Context: an optimization exercise on an open-source flow, tuned for small area. The choices shown serve that exercise and are no tape-out recipe. In this exercise RTL edits were held to simulation tests only and were not proved equivalent to the original. No activity file was given, so power comes from the tool's default toggle rates.

// top
module  top (clk,reset,data1,data2,data3,data4,data5,data6,data7,data8,data9,data10,data11,data12,data13,data14,data15,data16,data17,data18,data19,data20,
	dataen1,dataen2,dataen3,dataen4,dataen5,dataen6,dataen7,dataen8,dataen9,dataen10,dataen11,dataen12,dataen13,dataen14,dataen15,dataen16,dataen17,dataen18,dataen19,dataen20,
	datao1,datao2,datao3,datao4,datao5,datao6,datao7,datao8,datao9,datao10,datao11,datao12,datao13,datao14,datao15,datao16,datao17,datao18,datao19,datao20);
input clk,reset;
input [31:0] data1,data2,data3,data4,data5,data6,data7,data8,data9,data10,
	    data11,data12,data13,data14,data15,data16,data17,data18,data19,data20;
output [31:0] datao1,datao2,datao3,datao4,datao5,datao6,datao7,datao8,datao9,datao10,datao11,datao12,datao13,datao14,datao15,datao16,datao17,datao18,datao19,datao20;
input dataen1,dataen2,dataen3,dataen4,dataen5,dataen6,dataen7,dataen8,dataen9,dataen10,dataen11,dataen12,dataen13,dataen14,dataen15,dataen16,dataen17,dataen18,dataen19,dataen20;
reg [24:0] r_datao1_p;
reg [0:0] r_datao1_a;
reg [24:0] r_data11out2_p;
reg [2:0] r_data11out2_a;
reg [24:0] r_data11out3_p;
reg [4:0] r_data11out3_a;
reg [24:0] r_data11out6_p;
reg [6:0] r_data11out6_a;
reg [24:0] r_datao2_p;
reg [0:0] r_datao2_a;
reg [24:0] r_data12out2_p;
reg [2:0] r_data12out2_a;
reg [24:0] r_data12out3_p;
  ...
==> flow/config.mk <==
export PLATFORM = sky130hd
export DESIGN_NAME = top
export DESIGN_NICKNAME = top
export VERILOG_FILES = /design/flow/design.v
export SDC_FILE = /design/flow/constraint.sdc
export NUM_CORES = 8
export LEC_CHECK = 0
export CAP_MARGIN = 35
export CELL_PAD_IN_SITES_DETAIL_PLACEMENT = 0
export CELL_PAD_IN_SITES_GLOBAL_PLACEMENT = 0
export CORE_MARGIN = 2
export CORE_UTILIZATION = 75
export CTS_BUF_LIST = sky130_fd_sc_hd__clkbuf_16
export CTS_CLUSTER_DIAMETER = 80
export CTS_CLUSTER_SIZE = 22
export PLACE_DENSITY = 0.85
export SLEW_MARGIN = 35
==> flow/constraint.sdc <==
create_clock -name core_clock -period 8.0 [get_ports {clk}]
set_input_delay 1.6000 -clock core_clock [delete_from_list [all_inputs] [get_ports {clk}]]
set_output_delay 1.6000 -clock core_clock [all_outputs]
set_load 0.01 [all_outputs]
standard.sh (not shown) runs the stock make flow with config.mk's settings and CLKGATE_MAP_FILE= SYNTH_SCRIPT=/design/flow/synth_recipe.tcl, a recipe that flattens the netlist after the stock synthesis.
==> flow/flow/run.sh <==
#!/bin/bash
# The standard layout (standard.sh) with two changes:
#  - every input and output port is buffered by a sky130_fd_sc_hd__buf_1
#    (buffer_ports otherwise picks clkdlybuf4s50_1, 2.7x larger);
#  - synthesis maps with an area-oriented ABC script (flow/synth_area.tcl, flow/area.abc).
set -euo pipefail
export BUFFER_PORTS_ARGS="-buffer_cell sky130_fd_sc_hd__buf_1"
work=$(pwd)
sed "s#SYNTH_SCRIPT=[^ ]*#SYNTH_SCRIPT=$work/flow/synth_area.tcl#" standard.sh > flow_standard.sh
bash flow_standard.sh > standard.log 2>&1
==> flow/flow/area.abc <==
&get -n
&st
&dch
&nf -R 1000 -E 10
&put
&get -n
&st
&dch
&nf -R 1000 -E 10
&put
==> flow/flow/synth_area.tcl <==
# The standard flow's synthesis script (synth_recipe.tcl, in the work folder) unchanged, except that
# ABC's technology mapping uses the area-oriented script area.abc beside this file.
set ::area_abc_script [file join [file dirname [file normalize [info script]]] area.abc]
proc abc {args} {
  set i [lsearch -exact $args -script]
  if { $i >= 0 } {
    lset args [expr { $i + 1 }] $::area_abc_script
  }
  yosys abc {*}$args
}
source [file join [file dirname [file dirname [file normalize [info script]]]] synth_recipe.tcl]
Rerun with:
- CORE_UTILIZATION: 75 -> 65
- PLACE_DENSITY: 0.85 -> 0.75
Sequential share of layout area goes down by 0.24 points.
Via count goes down by a few percent.
Global-route usage goes down by 8.6 points.
Cell area goes up slightly.
Routed wire length goes down slightly.
Utilization goes down by 11 points.
Hold slack got worse by 3.6 ps.


job 483:
top, a different RTL version from the one above (not shown whole).
For scale: about 7900 cells after synthesis, about 3000 flip-flops, about 1300 I/O pins, about 110000 um2 of cells after synthesis.
Settings: LEC_CHECK=0, CAP_MARGIN=25, CELL_PAD_IN_SITES_DETAIL_PLACEMENT=0, CELL_PAD_IN_SITES_GLOBAL_PLACEMENT=0, CORE_MARGIN=2, CORE_UTILIZATION=70, CTS_BUF_LIST=sky130_fd_sc_hd__clkbuf_16, CTS_CLUSTER_DIAMETER=90, CTS_CLUSTER_SIZE=25, PLACE_DENSITY=0.8, SLEW_MARGIN=25; clock period 8.0 ns.
==> flow/flow/area.abc <==
&get -n
&st
&dch -f
&nf -R 1000 -E 10 -p
&put
&get -n
&st
&dch -f
&nf -R 1000 -E 10 -p
&put
&get -n
&st
&dch -f
&nf -R 1000 -E 10 -p
&put
&get -n
&st
&dch -f
&nf -R 1000 -E 10 -p
&put
Scripts as last shown in full above: flow/flow/run.sh, flow/flow/synth_area.tcl
Setup changes, job 483 to job 7730
Settings: CORE_UTILIZATION changed from 70 to 65; PLACE_DENSITY changed from 0.8 to 0.75; GPL_ROUTABILITY_DRIVEN newly set to 0.
[summary]
When the final numbers for job 7730 and job 483 were put side by side, the final period demand of the worst path turned out to be greater in job 483. Job 7730 vs job 483: utilization down. Looking at total power across job 7730 and job 483, the one that comes out higher is job 483. For number of sinks handled by clock tree synthesis, job 7730 and job 483 come out practically identical. Run comparison: job 7730 end point of the critical path r_datao5_p[23]$_DFFE_PN0P_; job 483 end point of the critical path r_datao4_p[7]$_DFFE_PN0P_. Both conditions hold for job 7730: the flow ran to the end and the final layout passed the timing, design-rule and antenna checks.
diff inputs: job 7730 => job 4930
Settings: a change of CAP_MARGIN from 25 to 35; a change of SLEW_MARGIN from 25 to 35; a change of CTS_CLUSTER_SIZE from 25 to 22; a deleted GPL_ROUTABILITY_DRIVEN that had been 0; a change of CTS_CLUSTER_DIAMETER from 90 to 80.
[summary]
- Where final wirelength is concerned, job 7730 is better than job 4930.
- For job 7730, the timing endpoint of the critical path was r_datao5_p[23]$_DFFE_PN0P_, unlike job 4930, where it was r_datao1_p[13]$_DFFE_PN0P_.
- Per the comparison of job 4930 with job 7730, post-route standard cell area excluding fillers went up 0.57%; non-clock buffer instance count of the final layout went up 17.
- Diff job 7730..job 4930 | standard cell core area | unchanged
- Job 4930 does better than job 7730 on post-route minimum period.
- Re sequential share of cell area: job 4930 is 0.38 points down on job 7730.
- Job 4930 against job 7730: sum of net half-perimeters after detailed placement went up by about 5%, setup slack went up by 0.20 ns, area overhead of the layout relative to synthesis went up by 0.64 points.
What job 5740 does differently from job 4930 at the input level:
Settings: SLEW_MARGIN: 35 -> 15; CTS_CLUSTER_DIAMETER: 80 -> 50; CAP_MARGIN: 35 -> 15; CORE_UTILIZATION: 65 -> 70; PLACE_DENSITY: 0.75 -> 0.8; CTS_CLUSTER_SIZE: 22 -> 30.
--- outcome ---
Comparing clock buffer and inverter area fraction after layout for job 4930 and job 5740, the smaller number came from job 4930. The higher initial core utilization came out of job 5740. Job 5740 -> stages 100% | layout checks FAIL | slew limit. The part of the total power dissipated in sequential elements reported for job 5740 is smaller than that of job 4930 by 2.9 points. Compared with job 4930, in job 5740 wire length of the first global-routing pass rose about 0.4%; final period utilization rose 11 points. Compared with job 4930, in job 5740 number of DRC violations after detailed-routing iteration 0 rose 2797; shortest clock period the worst path allows after layout went up by 0.86 ns; flip-flop and latch share of the layout cell area -0.86 points; cell area rose by about 1.3%; required arrival time at the worst endpoint lost 0.02 ns.


Starting RTL as in the previous note.
==> flow/config.mk <==
export PLATFORM = sky130hd
export DESIGN_NAME = top
export DESIGN_NICKNAME = top
export VERILOG_FILES = /design/flow/design.v
export SDC_FILE = /design/flow/constraint.sdc
export NUM_CORES = 8
export LEC_CHECK = 0
export CAP_MARGIN = 25
export CELL_PAD_IN_SITES_DETAIL_PLACEMENT = 0
export CELL_PAD_IN_SITES_GLOBAL_PLACEMENT = 0
export CORE_MARGIN = 2
export CORE_UTILIZATION = 65
export CTS_BUF_LIST = sky130_fd_sc_hd__clkbuf_16
export CTS_CLUSTER_DIAMETER = 90
export CTS_CLUSTER_SIZE = 25
export PLACE_DENSITY = 0.75
export SLEW_MARGIN = 25
==> flow/constraint.sdc <==
create_clock -name core_clock -period 8.0 [get_ports {clk}]
set_input_delay 1.6000 -clock core_clock [delete_from_list [all_inputs] [get_ports {clk}]]
set_output_delay 1.6000 -clock core_clock [all_outputs]
set_load 0.01 [all_outputs]
Scripts as last shown in full above: flow/flow/run.sh, flow/flow/area.abc, flow/flow/synth_area.tcl
Edit:
CTS_BUF_LIST = sky130_fd_sc_hd__clkbuf_8   (was sky130_fd_sc_hd__clkbuf_16)
CTS_CLUSTER_DIAMETER = 50   (was 90)
CTS_CLUSTER_SIZE = 14   (was 25)
Synthesized area stays the same. First-iteration DRC count went up slightly. Register-to-register slack is about the same. Critical path depth is unchanged. Utilization went up by 0.52 points. Setup slack gains 0.16 ns. Final area went up slightly. Total power went up slightly. Via count went up slightly.
Edit:
CAP_MARGIN = 35   (was 25)
CTS_BUF_LIST = sky130_fd_sc_hd__clkbuf_16   (was sky130_fd_sc_hd__clkbuf_8)
CTS_CLUSTER_DIAMETER = 90   (was 50)
CTS_CLUSTER_SIZE = 25   (was 14)
GPL_TIMING_DRIVEN = 0   (was default)
SLEW_MARGIN = 35   (was 25)
Wire length goes up by about 0.7%.
Cell count is about the same.
Clock power goes down by 6.9%.
Worst setup slack gets worse by 0.41 ns.


top with an RTL version that a note above also has.
For scale: ~8800 cells after synthesis, roughly 3000 flip-flops, roughly 1300 I/O pins.
// top
module  top (clk,reset,data1,data2,data3,data4,data5,data6,data7,data8,data9,data10,data11,data12,data13,data14,data15,data16,data17,data18,data19,data20,
	dataen1,dataen2,dataen3,dataen4,dataen5,dataen6,dataen7,dataen8,dataen9,dataen10,dataen11,dataen12,dataen13,dataen14,dataen15,dataen16,dataen17,dataen18,dataen19,dataen20,
	datao1,datao2,datao3,datao4,datao5,datao6,datao7,datao8,datao9,datao10,datao11,datao12,datao13,datao14,datao15,datao16,datao17,datao18,datao19,datao20);
input clk,reset;
input [31:0] data1,data2,data3,data4,data5,data6,data7,data8,data9,data10,
	    data11,data12,data13,data14,data15,data16,data17,data18,data19,data20;
output [31:0] datao1,datao2,datao3,datao4,datao5,datao6,datao7,datao8,datao9,datao10,datao11,datao12,datao13,datao14,datao15,datao16,datao17,datao18,datao19,datao20;
input dataen1,dataen2,dataen3,dataen4,dataen5,dataen6,dataen7,dataen8,dataen9,dataen10,dataen11,dataen12,dataen13,dataen14,dataen15,dataen16,dataen17,dataen18,dataen19,dataen20;
reg [24:0] r_datao1_p;
reg [0:0] r_datao1_a;
reg [24:0] r_data11out2_p;
reg [2:0] r_data11out2_a;
reg [24:0] r_data11out3_p;
reg [4:0] r_data11out3_a;
reg [24:0] r_data11out6_p;
reg [6:0] r_data11out6_a;
reg [24:0] r_datao2_p;
reg [0:0] r_datao2_a;
reg [24:0] r_data12out2_p;
reg [2:0] r_data12out2_a;
reg [24:0] r_data12out3_p;
reg [6:0] r_data12out3_a;
reg [24:0] r_data12out4_p;
reg [0:0] r_data12out4_a;
reg [24:0] r_datao3_p;
reg [0:0] r_datao3_a;
reg [24:0] r_data13out2_p;
reg [2:0] r_data13out2_a;
reg [24:0] r_data13out3_p;
reg [6:0] r_data13out3_a;
reg [24:0] r_data13out4_p;
reg [1:0] r_data13out4_a;
reg [24:0] r_datao4_p;
reg [0:0] r_datao4_a;
reg [24:0] r_data14out2_p;
reg [2:0] r_data14out2_a;
reg [24:0] r_data14out3_p;
reg [6:0] r_data14out3_a;
reg [24:0] r_data14out4_p;
  ...
make LEC_CHECK=0 CAP_MARGIN=35 CELL_PAD_IN_SITES_DETAIL_PLACEMENT=0 CELL_PAD_IN_SITES_GLOBAL_PLACEMENT=1 CORE_MARGIN=2 CORE_UTILIZATION=50 PLACE_DENSITY=0.6 SLEW_MARGIN=35 finish   # period 8.0 ns
run.sh (not shown) runs the stock make flow with config.mk's settings and CLKGATE_MAP_FILE= SYNTH_SCRIPT=/design/flow/synth_recipe.tcl, a recipe that flattens the netlist after the stock synthesis.
Stock flow here: none of the scripts above is used.
The starting point completed with no timing, DRC or antenna violations.
Then changed:
==> flow/flow/run.sh (new file) <==
#!/bin/bash
export BUFFER_PORTS_ARGS="-buffer_cell sky130_fd_sc_hd__buf_1"
bash standard.sh > standard.log 2>&1
==> flow/standard.sh (new file) <==
#!/bin/bash
# synth_recipe.tcl (not shown) runs the flow's synth.tcl, then flattens the netlist and writes it again
# the make line also repeats each setting of config.mk as NAME=value (left out here)
make -C /OpenROAD-flow-scripts/flow DESIGN_CONFIG=/design/flow/config.mk WORK_HOME=/design/flow/orfs CLKGATE_MAP_FILE= SYNTH_SCRIPT=/design/flow/synth_recipe.tcl "${@:-finish}"
--- a/flow/config.mk
+++ b/flow/config.mk
@@ -8,7 +8,8 @@
 export CAP_MARGIN = 35
 export CELL_PAD_IN_SITES_DETAIL_PLACEMENT = 0
-export CELL_PAD_IN_SITES_GLOBAL_PLACEMENT = 1
+export CELL_PAD_IN_SITES_GLOBAL_PLACEMENT = 0
 export CORE_MARGIN = 2
-export CORE_UTILIZATION = 50
-export PLACE_DENSITY = 0.6
+export CORE_UTILIZATION = 65
+export CTS_BUF_LIST = sky130_fd_sc_hd__clkbuf_4
+export PLACE_DENSITY = 0.75
 export SLEW_MARGIN = 35
removed: flow/run.sh
The new run passed the timing, design-rule and antenna checks.
Sequential power is about the same.
Worst setup slack is better by 0.32 ns.
Global-route usage is higher by 8.6 points.
Die area shrinks by 23%.
Final cell count stays flat.
Count of clock-buffer cells in the layout is higher by 648.

afterwards: timing with drivers on the ports:
No port has a modelled driver above. Below, the same layouts with a new extraction and two added sets of constraints. Step 1 sets driving cells, clkbuf_16 on the clock port and buf_2 on the other inputs (assumed; they add their load-dependent delay and slew). Step 2 moves the port delays by t, midway between the first and last clock arrival at a register: inputs arrive t later, outputs are due t later. That takes back most of the time a late clock gives input paths. a / b / c = ideal ports / drivers / drivers and shift; a / b = the first two.
run	shift t [ns]	setup slack, ns	slew at the worst register clock pin (ns)	worst slew at a driven data input, ns
the first run of note 1	0.965	2.708 / 2.708 / 2.351	0.10 / 0.10	0.24
the second run of note 1	0.956	3.253 / 3.253 / 2.486	0.10 / 0.10	0.17
job 483	0.923	2.837 / 2.904 / 1.981	0.11 / 0.11	0.28
job 7730	0.931	3.006 / 3.047 / 2.116	0.11 / 0.11	0.17
job 4930	0.959	3.209 / 3.283 / 2.324	0.10 / 0.10	0.19
job 5740	0.990	2.346 / 2.413 / 1.424	0.11 / 0.11	0.27
the first run of note 3	0.956	3.024 / 3.101 / 2.144	0.11 / 0.11	0.21
the second run of note 3	1.188	3.180 / 3.251 / 2.063	0.10 / 0.10	0.22
the third run of note 3	0.937	2.771 / 2.851 / 1.914	0.11 / 0.11	0.20
the first run of note 4	1.056	3.494 / 3.560 / 2.504	0.07 / 0.07	0.18
the second run of note 4	1.603	3.815 / 3.815 / 2.986	0.09 / 0.09	0.09
The setup slack of the second run of note 3, which loses most, moves by +0.071 ns with the drivers and by -1.117 ns with both steps.
